This is an optimization exercise on Yosys and OpenROAD, whose aim is small area and a short achievable clock period, not a production implementation. In this exercise RTL edits were held to simulation tests only and were not proved equivalent to the original. The clock cells of runs 2 to 5 come from the design's own scripts or RTL, not from TritonCTS. The clock input has no modelled driver; a real chip could not lean on it and would need a root buffer or a full tree. No activity file was given, so power comes from the tool's default toggle rates.

==> flow/design.v (outline; a module is shown in full before it is edited, if it fits) <==
// module FullAdd: 10 lines
// module HalfAdd: 9 lines
// module Sel3: 11 lines
// module Multiplier_32bit: 2128 lines
module Multiplier_32bit(
    input  logic        clk,
    input  logic        rst,
    input  logic [31:0] in0,   
    input  logic [31:0] in1,   
    output logic        done,
    output logic [63:0] result
);
  // ...
==> flow/flow/run.sh <==
#!/bin/bash
# The standard layout with two changes:
#  - the port buffers are plain buf_2 cells (BUFFER_PORTS_ARGS);
#  - after CTS, flow/clock_tree.tcl (ORFS's POST_CTS_TCL hook) replaces the
#    clock tree with a shallow two-level tree of inv_16 cells, and makes
#    the input ports' buffers buf_1.
# ORFS writes each step's log under orfs/logs; make's own output goes to
# standard_flow.log here.
set -euo pipefail
export BUFFER_PORTS_ARGS="-buffer_cell sky130_fd_sc_hd__buf_2"
export POST_CTS_TCL="$PWD/flow/clock_tree.tcl"
bash standard.sh > standard_flow.log 2>&1
==> flow/flow/clock_tree.tcl <==

proc ct_cluster {pts NX NY} {
  set n [llength $pts]
  set byx [lsort -real -index 1 $pts]
  set groups {}
  for {set cx 0} {$cx < $NX} {incr cx} {
    set a [expr {int(round(double($cx)*$n/$NX))}]
    set b [expr {int(round(double($cx+1)*$n/$NX))-1}]
    set col [lsort -real -index 2 [lrange $byx $a $b]]
    set m [llength $col]
    for {set cy 0} {$cy < $NY} {incr cy} {
      set a2 [expr {int(round(double($cy)*$m/$NY))}]
      set b2 [expr {int(round(double($cy+1)*$m/$NY))-1}]
      set g [lrange $col $a2 $b2]
      if {[llength $g]} { lappend groups $g }
    }
  }
  return $groups
}

proc ct_centroid {g} {
  set sx 0.0; set sy 0.0
  foreach p $g { set sx [expr {$sx + [lindex $p 1]}]; set sy [expr {$sy + [lindex $p 2]}] }
  return [list [expr {$sx/[llength $g]}] [expr {$sy/[llength $g]}]]
}

proc ct_out {inst} {
  set m [$inst getMaster]
  foreach mt [$m getMTerms] {
    if {[$mt getIoType] eq "OUTPUT"} { return [$mt getName] }
  }
}

proc ct_rebuild {NX NY MX MY leafcell rootcell} {
  set block [ord::get_db_block]
  set db [ord::get_db]
  set dbu [$block getDbUnitsPerMicron]
  set clknet [$block findNet clk]

  # collect the clock tree cells and the flip-flop clock pins below the port
  set tree_insts {}
  set tree_nets {}
  set sinks {}
  set todo [list $clknet]
  while {[llength $todo]} {
    set net [lindex $todo 0]
    set todo [lrange $todo 1 end]
    foreach it [$net getITerms] {
      if {![$it isInputSignal]} continue
      set inst [$it getInst]
      set master [$inst getMaster]
      if {[$master isSequential]} {
        lappend sinks $it
      } else {
        lappend tree_insts $inst
        foreach ot [$inst getITerms] {
          if {[$ot isOutputSignal] && [$ot getNet] ne "NULL"} {
            lappend tree_nets [$ot getNet]
            lappend todo [$ot getNet]
          }
        }
      }
    }
  }
  puts "clock tree: removing [llength $tree_insts] cells, [llength $tree_nets] nets; [llength $sinks] flip-flops"
  foreach it $sinks { $it disconnect }
  foreach inst $tree_insts { odb::dbInst_destroy $inst }
  foreach net $tree_nets { odb::dbNet_destroy $net }

  set pts {}
  foreach it $sinks {
    set b [[$it getInst] getBBox]
    lappend pts [list $it [expr {([$b xMin]+[$b xMax])/2.0/$dbu}] [expr {([$b yMin]+[$b yMax])/2.0/$dbu}]]
  }
  set leaves {}
  set i 0
  foreach g [ct_cluster $pts $NX $NY] {
    lassign [ct_centroid $g] cx cy
    set inst [odb::dbInst_create $block [$db findMaster $leafcell] "clktree_leaf_$i"]
    set net [odb::dbNet_create $block "clktree_leaf_net_$i"]
    $net setSigType CLOCK
    [$inst findITerm [ct_out $inst]] connect $net
    foreach p $g { [lindex $p 0] connect $net }
    $inst setLocation [expr {int($cx*$dbu)}] [expr {int($cy*$dbu)}]
    $inst setPlacementStatus PLACED
    lappend leaves [list $inst $cx $cy]
    puts "clock leaf $i: [llength $g] flip-flops at [format %.1f $cx] [format %.1f $cy]"
    incr i
  }
  set j 0
  foreach g [ct_cluster $leaves $MX $MY] {
    lassign [ct_centroid $g] cx cy
    set inst [odb::dbInst_create $block [$db findMaster $rootcell] "clktree_root_$j"]
    set net [odb::dbNet_create $block "clktree_root_net_$j"]
    $net setSigType CLOCK
    [$inst findITerm A] connect $clknet
    [$inst findITerm [ct_out $inst]] connect $net
    foreach p $g { [[lindex $p 0] findITerm A] connect $net }
    $inst setLocation [expr {int($cx*$dbu)}] [expr {int($cy*$dbu)}]
    $inst setPlacementStatus PLACED
    puts "clock root $j: [llength $g] leaves at [format %.1f $cx] [format %.1f $cy]"
    incr j
  }
}

ct_rebuild 3 4 2 2 sky130_fd_sc_hd__inv_16 sky130_fd_sc_hd__inv_16

# The input ports' buffers only feed flip-flops here, so the smallest buffer does.
set n_in 0
foreach port [get_ports -filter "direction==input"] {
  set pname [get_full_name $port]
  if {$pname eq "clk"} continue
  foreach pin [get_pins -of_objects [get_nets -of_objects $port] -filter "direction==input"] {
    set inst [get_cells -of_objects $pin]
    if {[get_property $inst ref_name] eq "sky130_fd_sc_hd__buf_2"} {
      replace_cell $inst sky130_fd_sc_hd__buf_1
      incr n_in
    }
  }
}
puts "input port buffers made buf_1: $n_in"
detailed_placement
check_placement -verbose
estimate_parasitics -placement
report_clock_latency
==> flow/standard.sh <==
#!/bin/bash
# synth_recipe.tcl (not shown) runs the flow's synth.tcl, then flattens the netlist and writes it again
# the make line also repeats each setting of config.mk as NAME=value (left out here)
make -C /OpenROAD-flow-scripts/flow DESIGN_CONFIG=/design/flow/config.mk WORK_HOME=/design/flow/orfs CLKGATE_MAP_FILE= SYNTH_SCRIPT=/design/flow/synth_recipe.tcl "${@:-finish}"
==> flow/config.mk <==
export PLATFORM = sky130hd
export DESIGN_NAME = Multiplier_32bit
export DESIGN_NICKNAME = Multiplier_32bit
export VERILOG_FILES = /design/flow/design.v
export SDC_FILE = /design/flow/constraint.sdc
export NUM_CORES = 4
export LEC_CHECK = 0
export ABC_AREA = 1
export CAP_MARGIN = 20
export CORE_MARGIN = 2
export CORE_UTILIZATION = 60
export CTS_CLUSTER_DIAMETER = 80
export CTS_CLUSTER_SIZE = 25
export PLACE_DENSITY = 0.75
export SLEW_MARGIN = 20
export SYNTH_HIERARCHICAL = 1
==> flow/constraint.sdc <==
create_clock -name core_clock -period 28.0 [get_ports {clk}]
set_input_delay 5.6000 -clock core_clock [delete_from_list [all_inputs] [get_ports {clk}]]
set_output_delay 5.6000 -clock core_clock [all_outputs]
set_load 0.01 [all_outputs]
==> flow_metrics.tcl, run 1 <==
set metrics [dict create \
    pre_cts_slack_ps 21920 \
    synth_flop_cell "dfxtp_1" \
    syn_area_um2 26160 \
    ys_seq_area_share_pct 19.11 \
    yosysTopAreaCell "fa_1" \
    status "did not finish" \
    num_io_pins 131 \
    synthTopCellsByArea "fa_1, dfxtp_1, xor2_1, o22ai_1, ha_1" \
    syn_inst 2589 \
    failed_stage "4_1_cts" \
    io_buffers 130 \
    place_area_um2 27150 \
    synth_top_family_by_area "adder cells" \
    netlist_top_cells_count "xor2_1, o22ai_1, fa_1, dfxtp_1, nand2_1" \
    stop_error "[ERROR STA-0100] unsupported object type Port." \
    chipHeight_um 212.8 \
    yosys_warnings 7 \
    placedCellCount 3120 \
    fp-row-count 76 \
    synth_edf_count 0 \
    synth_compound_area_share_pct 14.21 \
    async_flop_share_pct 1.205 \
    syn_area_per_cell_um2 10.11 \
    synth_fa_ha_area_share_pct 39.41 \
    cts_sinks 249 \
    synth_top_area_share_pct 33.05 \
    synth_seq_cells 249 \
    initial_core_util_pct 60.74 \
    post-dp-hpwl_mm 52.37 \
    syn_nets 3220 \
    gp_congestion 0.9711 \
    synth_simple_gate_area_share_pct 4.266 \
    synth-xor-area-share_pct 16.97 \
    synth_most_common_cell "xor2_1" \
    yosys.cell_types.count 36 \
]
==> run 2, diff against run 1 <==
--- a/flow/flow/clock_tree.tcl
+++ b/flow/flow/clock_tree.tcl
@@ -107,13 +107,12 @@
 
 # The input ports' buffers only feed flip-flops here, so the smallest buffer does.
 set n_in 0
-foreach port [get_ports -filter "direction==input"] {
-  set pname [get_full_name $port]
-  if {$pname eq "clk"} continue
-  foreach pin [get_pins -of_objects [get_nets -of_objects $port] -filter "direction==input"] {
-    set inst [get_cells -of_objects $pin]
-    if {[get_property $inst ref_name] eq "sky130_fd_sc_hd__buf_2"} {
-      replace_cell $inst sky130_fd_sc_hd__buf_1
+foreach bt [[ord::get_db_block] getBTerms] {
+  if {[$bt getIoType] ne "INPUT" || [$bt getName] eq "clk"} continue
+  foreach it [[$bt getNet] getITerms] {
+    set inst [$it getInst]
+    if {[[$inst getMaster] getName] eq "sky130_fd_sc_hd__buf_2"} {
+      replace_cell [get_cells [$inst getName]] sky130_fd_sc_hd__buf_1
       incr n_in
     }
   }
--- a/flow/config.mk
+++ b/flow/config.mk
@@ -6,11 +6,11 @@
 export NUM_CORES = 4
 export LEC_CHECK = 0
 export ABC_AREA = 1
-export CAP_MARGIN = 20
+export CAP_MARGIN = 0
 export CORE_MARGIN = 2
 export CORE_UTILIZATION = 60
 export CTS_CLUSTER_DIAMETER = 80
 export CTS_CLUSTER_SIZE = 25
 export PLACE_DENSITY = 0.75
-export SLEW_MARGIN = 20
+export SLEW_MARGIN = 0
 export SYNTH_HIERARCHICAL = 1
==> run 2 against run 1 <==
  * Now clean on timing, DRC and antenna
  * Area after synthesis is the same
  * Synthesized cell count is the same
==> flow_metrics.tcl, run 2 <==
set metrics [dict create \
    use_met1_pct 44.96 \
    syn_area_per_cell_um2 10.11 \
    yosysTopAreaCell "fa_1" \
    worst_pin_slew_ps 1153 \
    syn_nets 3220 \
    crit_type "reg2out" \
    grt_antenna_before_repair 0 \
    final_antenna_net_count 0 \
    cpLargestDelayFamily "flip-flops" \
    path_cells "buf_2" \
    antenna_cells 0 \
    vias 21150 \
    ir_worst_vdd_mv 0.09022 \
    setup_viol 0 \
    area_growth_syn_to_layout_pct 4.682 \
    critPathCaptureType "primary output" \
    met3_usage_pct 13.34 \
    fp.dieW_um 212.8 \
    grt_pass1_vias 22130 \
    initial_core_util_pct 60.74 \
    fmax_mhz 160.0 \
    power_density_nw_per_um2 127.2 \
    dieArea_um2 45290 \
    slowest_delay_ps 360 \
    path_buf_inv 1 \
    syn_inst 2589 \
    required_ps 22400 \
    relSlewSlack_pct 22.81 \
    syn_area_um2 26160 \
    yosys.cell_types.count 36 \
    async_flop_share_pct 1.205 \
    period_share_pct 22.32 \
    crit_slowest_cell "dfrtp_1" \
    final_common_cell "xor2_1" \
    synth_seq_cells 249 \
    core_area_um2 43080 \
    drt_iter0_markers 3284 \
    drc 0 \
    chipHeight_um 212.8 \
    totalWireLength_mm 78.39 \
    clk_latency_ps 160 \
    io_buffers 130 \
    cts_sinks 249 \
    num_io_pins 131 \
    tns_ps 0 \
    rsz0062_at_grt "no" \
    hold_viol 0 \
    reg_top3 "p_q (64), ra_q (54), rb_q (54)" \
    yosys_warnings 7 \
    grt.met2_usage_pct 53.13 \
    final.setup_skew_ps 27.31 \
    synth_flop_cell "dfxtp_1" \
    ys_seq_area_share_pct 19.11 \
    post-dp-hpwl_mm 52.37 \
    status "no timing/DRC/antenna violations" \
    synthTopCellsByArea "fa_1, dfxtp_1, xor2_1, o22ai_1, ha_1" \
    synth_edf_count 0 \
    synth_most_common_cell "xor2_1" \
    grtUsageTotal_pct 35.55 \
    synth_top_area_share_pct 33.05 \
    fp-row-count 76 \
    period_needed_ps 6250 \
    top_register "p_q" \
    hold_path.class "reg2reg" \
    clk_pin_slew_ps 70 \
    drv_slew 0 \
    path_max_fanout 1 \
    leakagePower_uw 0.01156 \
    top_usage_layer "met2" \
    grt_pass1_wl_mm 122.8 \
    wl_per_cell_um 25.00 \
    grt_max_degree 65 \
    drive_gt1_share_pct 8.350 \
    fin_util_pct 63.58 \
    start_kind "flip-flop" \
    netlist_top_cells_count "xor2_1, o22ai_1, fa_1, dfxtp_1, nand2_1" \
    final_cell_mix "xor2_1, o22ai_1, fa_1" \
    drv_cap 0 \
    fin_nets 3184 \
    critPathArrivalTime_ps 650 \
    gr-total-overflow 0 \
    dr.pass1.iters 8 \
    largest_register_ffs 64 \
    gp_congestion 0.9711 \
    vias_per_cell 6.743 \
]
[run 2: cell counts after synthesis]
Identical to the previous run, type by type.
[run 2: path summary, 6_finish.rpt]
check,from,end,slack [ps],depth (start not counted)
setup / recovery,done_q[2],done,21750,1
hold / removal,rl_q[8],p_q[8],330,0
setup reg to reg,b_q[7],ra_q[30],22130,12
hold reg to reg,rl_q[8],p_q[8],330,0
max in group asynchronous,rst,done_q[2],22600,1
min in group asynchronous,rst,done_q[0],5240,1
[run 2: power breakdown]
part	switching (uW)	internal, uW
clock	146	39.2
sequential	46.1	583
combinational	1460	1210
total	1660	1830
[run 2: area by class of cell]
cell class	instances	area (um^2)
fill	3476	15690
inverter	141	789.5
multi-input combinational	1955	19710
sequential	249	5020
tap	585	732.0
timing repair buffer	206	1140
[run 2: cell families after synthesis]
family / share of synthesized area, %
flops: 19.11
buf+inv: 6.011
xor+xnor: 16.97
other cells: 0.01433
fa+ha+maj: 39.41
compound gates: 14.21
simple gates: 4.266
[run 2: layer usage]
layer,vias up,part of all wire [%],routed length (um)
met5,-,0,0
li1,8628,-,-
met4,0,5.9,4651
met1,10190,36,28100
met3,482,15,11990
met2,1844,43,33650
[run 2: per-stage QoR]
step / hold WS [ps] / power [uW] / std cells / worst slack, ps / instance area [um^2]
after floorplan: 309.6 / 2566 / 2589 / 22020 / 26160
after global placement: 312.7 / 3214 / 3120 / 21940 / 27150
after detailed placement: 312.1 / 3300 / 3120 / 21920 / 27150
after global routing: 333.7 / 3921 / 3136 / 21720 / 27390
final: 327.4 / 3484 / 3136 / 21750 / 27390
[run 2: Yosys stat by module, one instance, submodules excluded]
module	area [um^2]	cells inside
Multiplier_32bit	16330	2062
HalfAdd	12.51	1
FullAdd	20.02	1
==> run 3, diff against run 2 <==
--- a/flow/config.mk
+++ b/flow/config.mk
@@ -6,11 +6,11 @@
 export NUM_CORES = 4
 export LEC_CHECK = 0
 export ABC_AREA = 1
-export CAP_MARGIN = 0
+export CAP_MARGIN = 20
 export CORE_MARGIN = 2
 export CORE_UTILIZATION = 60
 export CTS_CLUSTER_DIAMETER = 80
 export CTS_CLUSTER_SIZE = 25
 export PLACE_DENSITY = 0.75
-export SLEW_MARGIN = 0
+export SLEW_MARGIN = 20
 export SYNTH_HIERARCHICAL = 1
==> run 3 against run 2 <==
  * Area after synthesis stayed put
  * Sequential cell count stayed put
  * Combinational power about the same
  * Design area about the same
  * Still clean
  * Power is essentially flat
  * First-iteration DRC count decreased by 0.70%
  * Highest routed layer unchanged
  * Worst setup slack is essentially flat
  * Clock power barely moved
==> flow_metrics.tcl, run 3 <==
set metrics [dict create \
    status "no timing/DRC/antenna violations" \
    fin_util_pct 63.59 \
    num_io_pins 131 \
    path_cells "buf_2" \
    synth_most_common_cell "xor2_1" \
    swShare_pct 47.54 \
    grt_antenna_before_repair 0 \
    synth_flop_cell "dfxtp_1" \
    drv_cap 0 \
    antenna_cells 0 \
    fp.dieW_um 212.8 \
    ir_worst_vdd_mv 0.09009 \
    synth_simple_gate_area_share_pct 4.266 \
    synth_mux_area_share_pct 0 \
    syn_nets 3220 \
    path_depth 1 \
    fmax_mhz 160.0 \
    rsz0062_at_grt "no" \
    placedCellCount 3120 \
    power_frac_clock_pct 5.3 \
    synth_compound_area_share_pct 14.21 \
    synth-xor-area-share_pct 16.97 \
    final_common_cell "xor2_1" \
    initial_core_util_pct 60.74 \
    dr.pass1.iters 8 \
    wl_per_cell_um 24.98 \
    clk_pin_slew_ps 70 \
    relSlewSlack_pct 22.96 \
    synth_top_family_by_area "adder cells" \
    netlist_top_cells_count "xor2_1, o22ai_1, fa_1, dfxtp_1, nand2_1" \
    r2r_cells 12 \
    required_ps 22400 \
    area_growth_syn_to_layout_pct 4.691 \
    io_buffers 130 \
    start_kind "flip-flop" \
    largest_register_ffs 64 \
    syn_area_um2 26160 \
    gr-total-overflow 0 \
    drive_gt1_share_pct 8.350 \
    chipHeight_um 212.8 \
    syn_inst 2589 \
    tns_ps 0 \
    finalWorstSetupSlack_ps 21750 \
    cts_sinks 249 \
    vias_per_cell 6.733 \
    totalWireLength_mm 78.34 \
    power_density_nw_per_um2 127.2 \
    p_comb_share_pct 76.6 \
    r2r_end "ra_q[30]" \
    slowest_delay_ps 360 \
    fin_nets 3184 \
    final.setup_skew_ps 27.34 \
    grtUsageTotal_pct 35.55 \
    r2r_start "b_q[7]" \
    drc 0 \
    final_cell_mix "xor2_1, o22ai_1, fa_1" \
    critPathArrivalTime_ps 650 \
    hold_slack_ps 327.4 \
    worst_pin_slew_ps 1151 \
    switchingPower_uw 1656 \
    r2r_setup_slack_ps 22120 \
    synth_seq_cells 249 \
    vias 21110 \
    syn_area_per_cell_um2 10.11 \
    drv_slew 0 \
    setup_viol 0 \
    cpLargestDelayFamily "flip-flops" \
    cp-startpoint "done_q[2]" \
    final_antenna_net_count 0 \
    synth_top_area_share_pct 33.05 \
    ys_seq_area_share_pct 19.11 \
    grt_pass1_vias 22130 \
    core_area_um2 43080 \
    hold_viol 0 \
    synth_edf_count 0 \
    setup.worst_path.end "done" \
    hold_path.class "reg2reg" \
    crit_slowest_cell "dfrtp_1" \
    fp-row-count 76 \
    period_share_pct 22.32 \
    grt_max_degree 65 \
    async_flop_share_pct 1.205 \
    fin_cells 3136 \
    period_needed_ps 6250 \
    post-dp-hpwl_mm 52.37 \
    p_seq_share_pct 18.1 \
    pre_cts_slack_ps 21920 \
    gp_congestion 0.9711 \
    clk_latency_ps 160 \
    synthTopCellsByArea "fa_1, dfxtp_1, xor2_1, o22ai_1, ha_1" \
    critPathCaptureType "primary output" \
    path_max_fanout 1 \
    leakagePower_uw 0.01156 \
    yosysTopAreaCell "fa_1" \
    drt_iter0_markers 3261 \
    reg_top3 "p_q (64), ra_q (54), rb_q (54)" \
    yosys_warnings 7 \
    synth_fa_ha_area_share_pct 39.41 \
    dieArea_um2 45290 \
    top_register "p_q" \
    yosys.cell_types.count 36 \
    grt_pass1_wl_mm 122.8 \
    crit_type "reg2out" \
    power.internal_uw 1827 \
    path_buf_inv 1 \
]
## run 3: cell counts after synthesis
Identical to the previous run, type by type.
## run 3: how the worst min path moves through the flow
stage | from | end | slack, ps | cells after the start
2_1_floorplan | rl_q[0] | p_q[0] | 310 | 0
3_3_place_gp | rl_q[7] | p_q[7] | 310 | 0
3_5_place_dp | rl_q[0] | p_q[0] | 310 | 0
5_1_grt | rl_q[8] | p_q[8] | 330 | 0
6_report | rl_q[8] | p_q[8] | 330 | 0
## run 3: kinds of logic (layout without fill, tap and decap cells)
group | count (synthesis) | after routing
buffers and inverters | 385 | 347
other | 1 | 1
AO/OA/AOI/OAI | 607 | 607
flip-flops | 249 | 249
AND/OR/NAND/NOR | 275 | 275
adder cells (fa/ha/maj) | 565 | 565
XOR/XNOR | 507 | 507
## run 3: power by group through the flow
stage	sequential (uW)	combinational, uW	clock (uW)
2_1_floorplan	649	1920	0
3_3_place_gp	632	2580	0
3_5_place_dp	635	2670	0
5_1_grt	641	3070	205
6_report	629	2670	186
## run 3: stage by stage
| step | cell area (um^2) | power, uW |
|---|---|---|
| floorplan | 26160 | 2566 |
| global placement | 27150 | 3214 |
| detailed placement | 27150 | 3300 |
| global route | 27390 | 3921 |
| finish | 27390 | 3483 |
## run 3: metal layers
layer	GRT usage, %	vias to the layer above	wire (um)
met1	44.96	10210	28350
met4	18.81	0	4607
li1	-	8633	-
met3	13.34	463	11690
met2	53.13	1805	33700
met5	0	-	0
## run 3: area by class of cell
class	count	area [um^2]
tap	585	732.0
sequential	249	5022
inverter	141	789.5
timing repair buffer	206	1140
fill	3475	15690
multi-input combinational	1955	19710
## run 3: Yosys stat by module (local to each module, per instance)
module	cells	times used	flops+latches	cell area, um^2
Multiplier_32bit	2062	1	249	16330
FullAdd	1	432	0	20.02
HalfAdd	1	95	0	12.51
## run 3: worst register-to-register path, delay by kind of cell (launching register included)
family	cells	cell delay (ps)
flops	1	310
buf+inv	3	1200
xor+xnor	1	200
compound gates	2	890
fa+ha+maj	6	3180
==> run 4, diff against run 3 <==
--- a/flow/config.mk
+++ b/flow/config.mk
@@ -8,9 +8,9 @@
 export ABC_AREA = 1
 export CAP_MARGIN = 20
 export CORE_MARGIN = 2
-export CORE_UTILIZATION = 60
+export CORE_UTILIZATION = 50
 export CTS_CLUSTER_DIAMETER = 80
 export CTS_CLUSTER_SIZE = 25
-export PLACE_DENSITY = 0.75
+export PLACE_DENSITY = 0.65
 export SLEW_MARGIN = 20
 export SYNTH_HIERARCHICAL = 1
==> run 4 against run 3 <==
  * Power grew 0.24%
  * Via count fell by 2.0%
  * Critical path depth did not move
  * Design area grew 0.42%
  * Still clean on timing, DRC and antenna
  * Sequential share of layout area shrank 0.087 points
  * Sequential power about the same
  * First-iteration DRC count down 24%
  * Global-route usage decreased by 5.4 points
  * Final cell count up 3.1%
  * Worst hold slack got worse by 5.4 ps
==> flow_metrics.tcl, run 4 <==
set metrics [dict create \
    final.setup_skew_ps 20.32 \
    reg_top3 "p_q (64), ra_q (54), rb_q (54)" \
    cts_sinks 249 \
    yosys_warnings 7 \
    syn_area_per_cell_um2 10.11 \
    synth_seq_cells 249 \
    top_register "p_q" \
    synth_edf_count 0 \
    hold_slack_ps 322.0 \
    vias 20690 \
    vias_per_cell 6.401 \
    tns_ps 0 \
    setup_viol 0 \
    status "no timing/DRC/antenna violations" \
    fin_nets 3185 \
    fmax_mhz 160.6 \
    netlist_top_cells_count "xor2_1, o22ai_1, fa_1, dfxtp_1, nand2_1" \
    grt.met2_usage_pct 46.37 \
    fp-row-count 83 \
    path_depth 1 \
    grtUsageTotal_pct 30.12 \
    rsz0062_at_grt "no" \
    hold_path.class "reg2reg" \
    path_max_fanout 1 \
    synth_top_area_share_pct 33.05 \
    crit_slowest_cell "dfrtp_1" \
    final_common_cell "xor2_1" \
    slowest_delay_ps 350 \
    gr-total-overflow 0 \
    post-dp-hpwl_mm 54.52 \
    top_usage_layer "met2" \
    leakagePower_uw 0.01156 \
    final_cell_mix "xor2_1, o22ai_1, fa_1" \
    drc 0 \
    clk_pin_slew_ps 70 \
    clk_latency_ps 140 \
    relSlewSlack_pct 25.10 \
    gp_congestion 0.9296 \
    syn_area_um2 26160 \
    antenna_cells 0 \
    required_ps 22400 \
    ys_seq_area_share_pct 19.11 \
    power_density_nw_per_um2 126.9 \
    syn_nets 3220 \
    fp.dieW_um 232.8 \
    yosys.cell_types.count 36 \
    final_antenna_net_count 0 \
    hold-path-cell-count 0 \
    crit_type "reg2out" \
    grt_pass1_vias 21500 \
    synthTopCellsByArea "fa_1, dfxtp_1, xor2_1, o22ai_1, ha_1" \
    grt_pass1_wl_mm 124.5 \
    largest_register_ffs 64 \
    area_growth_syn_to_layout_pct 5.136 \
    critPathCaptureType "primary output" \
    core_area_um2 51510 \
    synth_most_common_cell "xor2_1" \
    totalWireLength_mm 80.32 \
    syn_inst 2589 \
    grt_max_degree 65 \
    num_io_pins 131 \
    initial_core_util_pct 50.79 \
    io_buffers 130 \
    yosysTopAreaCell "fa_1" \
    r2r_cells 12 \
    fillers 4648 \
    start_kind "flip-flop" \
    synth_flop_cell "dfxtp_1" \
    met3_usage_pct 8.480 \
    period_needed_ps 6227 \
    period_share_pct 22.24 \
    ir_worst_vdd_mv 0.06498 \
    dr.pass1.iters 9 \
    dieArea_um2 54170 \
    wl_per_cell_um 24.85 \
    drv_cap 0 \
    worst_pin_slew_ps 1119 \
    chipHeight_um 232.8 \
    drive_gt1_share_pct 8.386 \
    critPathArrivalTime_ps 630 \
    path_cells "buf_2" \
    cpLargestDelayFamily "flip-flops" \
    drt_iter0_markers 2477 \
    grt_antenna_before_repair 0 \
    path_buf_inv 1 \
    async_flop_share_pct 1.205 \
    drv_slew 0 \
    use_met1_pct 39.80 \
    hold_viol 0 \
]
[run 4: final timing paths]
kind	startpoint	to	slack, ps
max	done_q[2]	done	21770
min reg2reg	rl_q[8]	p_q[8]	320
min	rl_q[8]	p_q[8]	320
min in group asynchronous	rst	done_q[2]	5250
max in group asynchronous	rst	done_q[0]	22600
max reg2reg	b_q[7]	ra_q[30]	22140
[run 4: where the power goes]
group	switching, uW	internal [uW]	total [uW]
clock	146	39.6	186
sequential	45.8	583	629
combinational	1470	1210	2680
total	1660	1830	3490
[run 4: final cells by class]
class	count	area, um^2	area share [%]
multi-input cells	1955	19700	71.62
inverters	141	789.5	2.870
flip-flops and latches	249	5020	18.25
repair buffers	207	1147	4.171
well taps	680	850.8	3.093
[run 4: per-stage QoR]
stage	utilization, %	instance area [um^2]	cells	power, uW	worst slack [ps]
after global routing	53.40	27510	3232	3957	21750
after detailed placement	52.94	27270	3216	3340	21940
final	53.40	27510	3232	3491	21770
after global placement	52.94	27270	3216	3259	21930
after floorplan	-	26160	2589	2566	22020
[run 4: modules after synthesis (local to each module, per instance)]
module | cells inside | cell area [um^2]
FullAdd | 1 | 20.02
HalfAdd | 1 | 12.51
Multiplier_32bit | 2062 | 16330
[run 4: cell families after synthesis]
family          count (synthesis)  share of synthesized area, %
xor+xnor                      507                         16.97
compound gates                607                         14.21
buf+inv                       385                         6.011
simple gates                  275                         4.266
fa+ha+maj                     565                         39.41
flops                         249                         19.11
other cells                     1                       0.01433
[run 4: per-layer routing]
| metal | up-vias | part of all wire (%) |
|---|---|---|
| met3 | 275 | 13 |
| met1 | 10200 | 38 |
| met5 | - | 0 |
| met2 | 1569 | 44 |
| met4 | 0 | 4.4 |
| li1 | 8642 | - |
[run 4: worst register-to-register path: cells and delay by family (launching register included)]
family | cells | cell delay [ps]
AO/OA/AOI/OAI | 2 | 880
XOR/XNOR | 1 | 190
adder cells (fa/ha/maj) | 6 | 3160
buffers and inverters | 3 | 1200
flip-flops | 1 | 310
==> run 5, diff against run 4 <==
--- a/flow/config.mk
+++ b/flow/config.mk
@@ -8,9 +8,9 @@
 export ABC_AREA = 1
 export CAP_MARGIN = 20
 export CORE_MARGIN = 2
-export CORE_UTILIZATION = 50
+export CORE_UTILIZATION = 70
 export CTS_CLUSTER_DIAMETER = 80
 export CTS_CLUSTER_SIZE = 25
-export PLACE_DENSITY = 0.65
+export PLACE_DENSITY = 0.85
 export SLEW_MARGIN = 20
 export SYNTH_HIERARCHICAL = 1
==> run 5 against run 4 <==
  * Via count is 7.0% higher
  * Critical path depth stayed put
  * Clock power is essentially flat
  * Synthesized cell count stayed put
  * Die area down 28%
  * Worst hold slack better by 10 ps
  * Global-route usage rose by 12 points
  * Critical endpoint unchanged
  * Largest cell class unchanged
  * Largest power group unchanged
==> flow_metrics.tcl, run 5 <==
set metrics [dict create \
    final.setup_skew_ps 27.47 \
    power.internal_uw 1850 \
    vias 22140 \
    p_comb_share_pct 76.9 \
    critPathArrivalTime_ps 630 \
    wl_per_cell_um 26.74 \
    p_seq_share_pct 17.8 \
    synth_top_area_share_pct 33.05 \
    clk_latency_ps 150 \
    final_antenna_net_count 0 \
    drt_iter0_markers 3875 \
    required_ps 22400 \
    swShare_pct 48.02 \
    yosysTopAreaCell "fa_1" \
    num_io_pins 131 \
    power_density_nw_per_um2 130.8 \
    core_area_um2 36700 \
    switchingPower_uw 1709 \
    fin_nets 3182 \
    totalWireLength_mm 80.69 \
    ir_worst_vdd_mv 0.09324 \
    area_growth_syn_to_layout_pct 4.046 \
    period_share_pct 22.24 \
    synth_compound_area_share_pct 14.21 \
    synth_top_family_by_area "adder cells" \
    initial_core_util_pct 71.30 \
    power_frac_clock_pct 5.2 \
    synth_fa_ha_area_share_pct 39.41 \
    dieArea_um2 38940 \
    fin_util_pct 74.18 \
    largest_register_ffs 64 \
    hold_path.class "reg2reg" \
    ys_seq_area_share_pct 19.11 \
    synth_mux_area_share_pct 0 \
    gp_congestion 1.028 \
    post-dp-hpwl_mm 53.07 \
    hold_viol 0 \
    fp-row-count 70 \
    start_kind "flip-flop" \
    yosys_warnings 7 \
    leakagePower_uw 0.01155 \
    final_common_cell "xor2_1" \
    setup_viol 0 \
    grtUsageTotal_pct 42.12 \
    drv_slew 0 \
    synthTopCellsByArea "fa_1, dfxtp_1, xor2_1, o22ai_1, ha_1" \
    relSlewSlack_pct 23.15 \
    rsz0062_at_grt "no" \
    final_cell_mix "xor2_1, o22ai_1, fa_1" \
    drive_gt1_share_pct 8.278 \
    drv_cap 0 \
    netlist_top_cells_count "xor2_1, o22ai_1, fa_1, dfxtp_1, nand2_1" \
    yosys.cell_types.count 36 \
    fmax_mhz 160.6 \
    cts_sinks 249 \
    period_needed_ps 6227 \
    syn_inst 2589 \
    slowest_delay_ps 360 \
    grt_antenna_before_repair 0 \
    hold-path-cell-count 0 \
    hold_slack_ps 332.2 \
    grt_pass1_wl_mm 125.2 \
    synth-xor-area-share_pct 16.97 \
    antenna_cells 0 \
    syn_nets 3220 \
    placedCellCount 3001 \
    place_area_um2 26980 \
    worst_pin_slew_ps 1148 \
    status "no timing/DRC/antenna violations" \
    final_area_um2 27220 \
    clk_pin_slew_ps 70 \
    tns_ps 0 \
    gr-total-overflow 0 \
    grt_pass1_vias 23310 \
    fillers 2464 \
    synth_flop_cell "dfxtp_1" \
    drc 0 \
    synth_most_common_cell "xor2_1" \
    syn_area_um2 26160 \
    top_register "p_q" \
    vias_per_cell 7.339 \
    fin_cells 3017 \
    critPathCaptureType "primary output" \
    path_cells "buf_2" \
    synth_simple_gate_area_share_pct 4.266 \
    io_buffers 130 \
    syn_area_per_cell_um2 10.11 \
    synth_seq_cells 249 \
    fp.dieW_um 197.3 \
    async_flop_share_pct 1.205 \
    cpLargestDelayFamily "flip-flops" \
    path_max_fanout 1 \
    synth_edf_count 0 \
    dr.pass1.iters 9 \
    crit_type "reg2out" \
    reg_top3 "p_q (64), ra_q (54), rb_q (54)" \
    r2r_cells 12 \
    crit_slowest_cell "dfrtp_1" \
    chipHeight_um 197.3 \
    path_buf_inv 1 \
    path_depth 1 \
    grt_max_degree 65 \
]
## run 5: modules after synthesis (local to each module, per instance)
module,times used,area [um^2],flops+latches
HalfAdd,95,12.51,0
FullAdd,432,20.02,0
Multiplier_32bit,1,16330,249
## run 5: worst register-to-register path: cells and delay by family (launching register included)
kind | cells | cell delay [ps]
compound gates | 2 | 880
xor+xnor | 1 | 220
fa+ha+maj | 6 | 3110
buf+inv | 3 | 1190
flops | 1 | 320
## run 5: logic make-up after synthesis
kind of cell               Yosys count
buffers and inverters              385
and+or+nand+nor                    275
AOI/OAI and AO/OA                  607
adders and majority gates          565
DFF                                249
other                                1
xor gates and xnor gates           507
## run 5: path summary, 6_finish.rpt
check | startpoint | endpoint | slack, ps
worst min register to register | rl_q[8] | p_q[8] | 330
min in group asynchronous | rst | done_q[2] | 5250
worst max-delay path | done_q[2] | done | 21770
worst min-delay path | rl_q[8] | p_q[8] | 330
worst max register to register | b_q[9] | ra_q[34] | 22150
max in group asynchronous | rst | done_q[0] | 22610
## run 5: layer usage
metal  GRT usage (%)  vias to the layer above  routed length (um)
li1                -                     8636                   -
met1           52.01                    10470               26560
met2           62.51                     2314               34250
met3           16.66                      725               13840
met4           25.29                        2                5989
met5           1.022                        -                  50
## run 5: stage by stage
stage / power, uW / setup slack (ps)
after floorplan: 2566 / 22020
after global placement: 3176 / 21940
after detailed placement: 3341 / 21940
after global routing: 3958 / 21740
final: 3560 / 21770
## run 5: area by class of cell
cell class / instances / area [um^2] / area share, %
timing repair buffer: 204 / 1125 / 4.132
inverter: 141 / 789.5 / 2.900
tap: 468 / 585.6 / 2.151
multi-input combinational: 1955 / 19700 / 72.37
sequential: 249 / 5022 / 18.45
## run 5: power groups by stage
stage          logic, uW  registers, uW  clock network [uW]
2_1_floorplan       1920            649                   0
3_5_place_dp        2700            638                   0
5_1_grt             3110            645                 207
3_3_place_gp        2540            633                   0
6_report            2740            634                 187

separate check: timing with driven ports:
Ports are ideal in the flow. The routed layouts listed here were re-timed in OpenROAD. Step 1 assumes that a clkbuf_16 drives the clock port and a buf_2 every other input. Step 2 also shifts input and output timing later by t, the mid clock arrival at the registers, as if the neighbouring blocks saw the same clock. Slacks: ideal / step 1 / step 2; pairs: ideal / step 1.
run	t, ns	slack for setup (ns)	worst slew at a driven data input, ns	cell pins on the clock port's net
run 2	0.366	21.750 / 21.525 / 21.891	0.04	4
run 3	0.366	21.750 / 21.525 / 21.891	0.04	4
run 4	0.369	21.773 / 21.536 / 21.905	0.03	4
run 5	0.362	21.773 / 21.545 / 21.907	0.04	4
After both steps setup and hold are still met in every run listed.
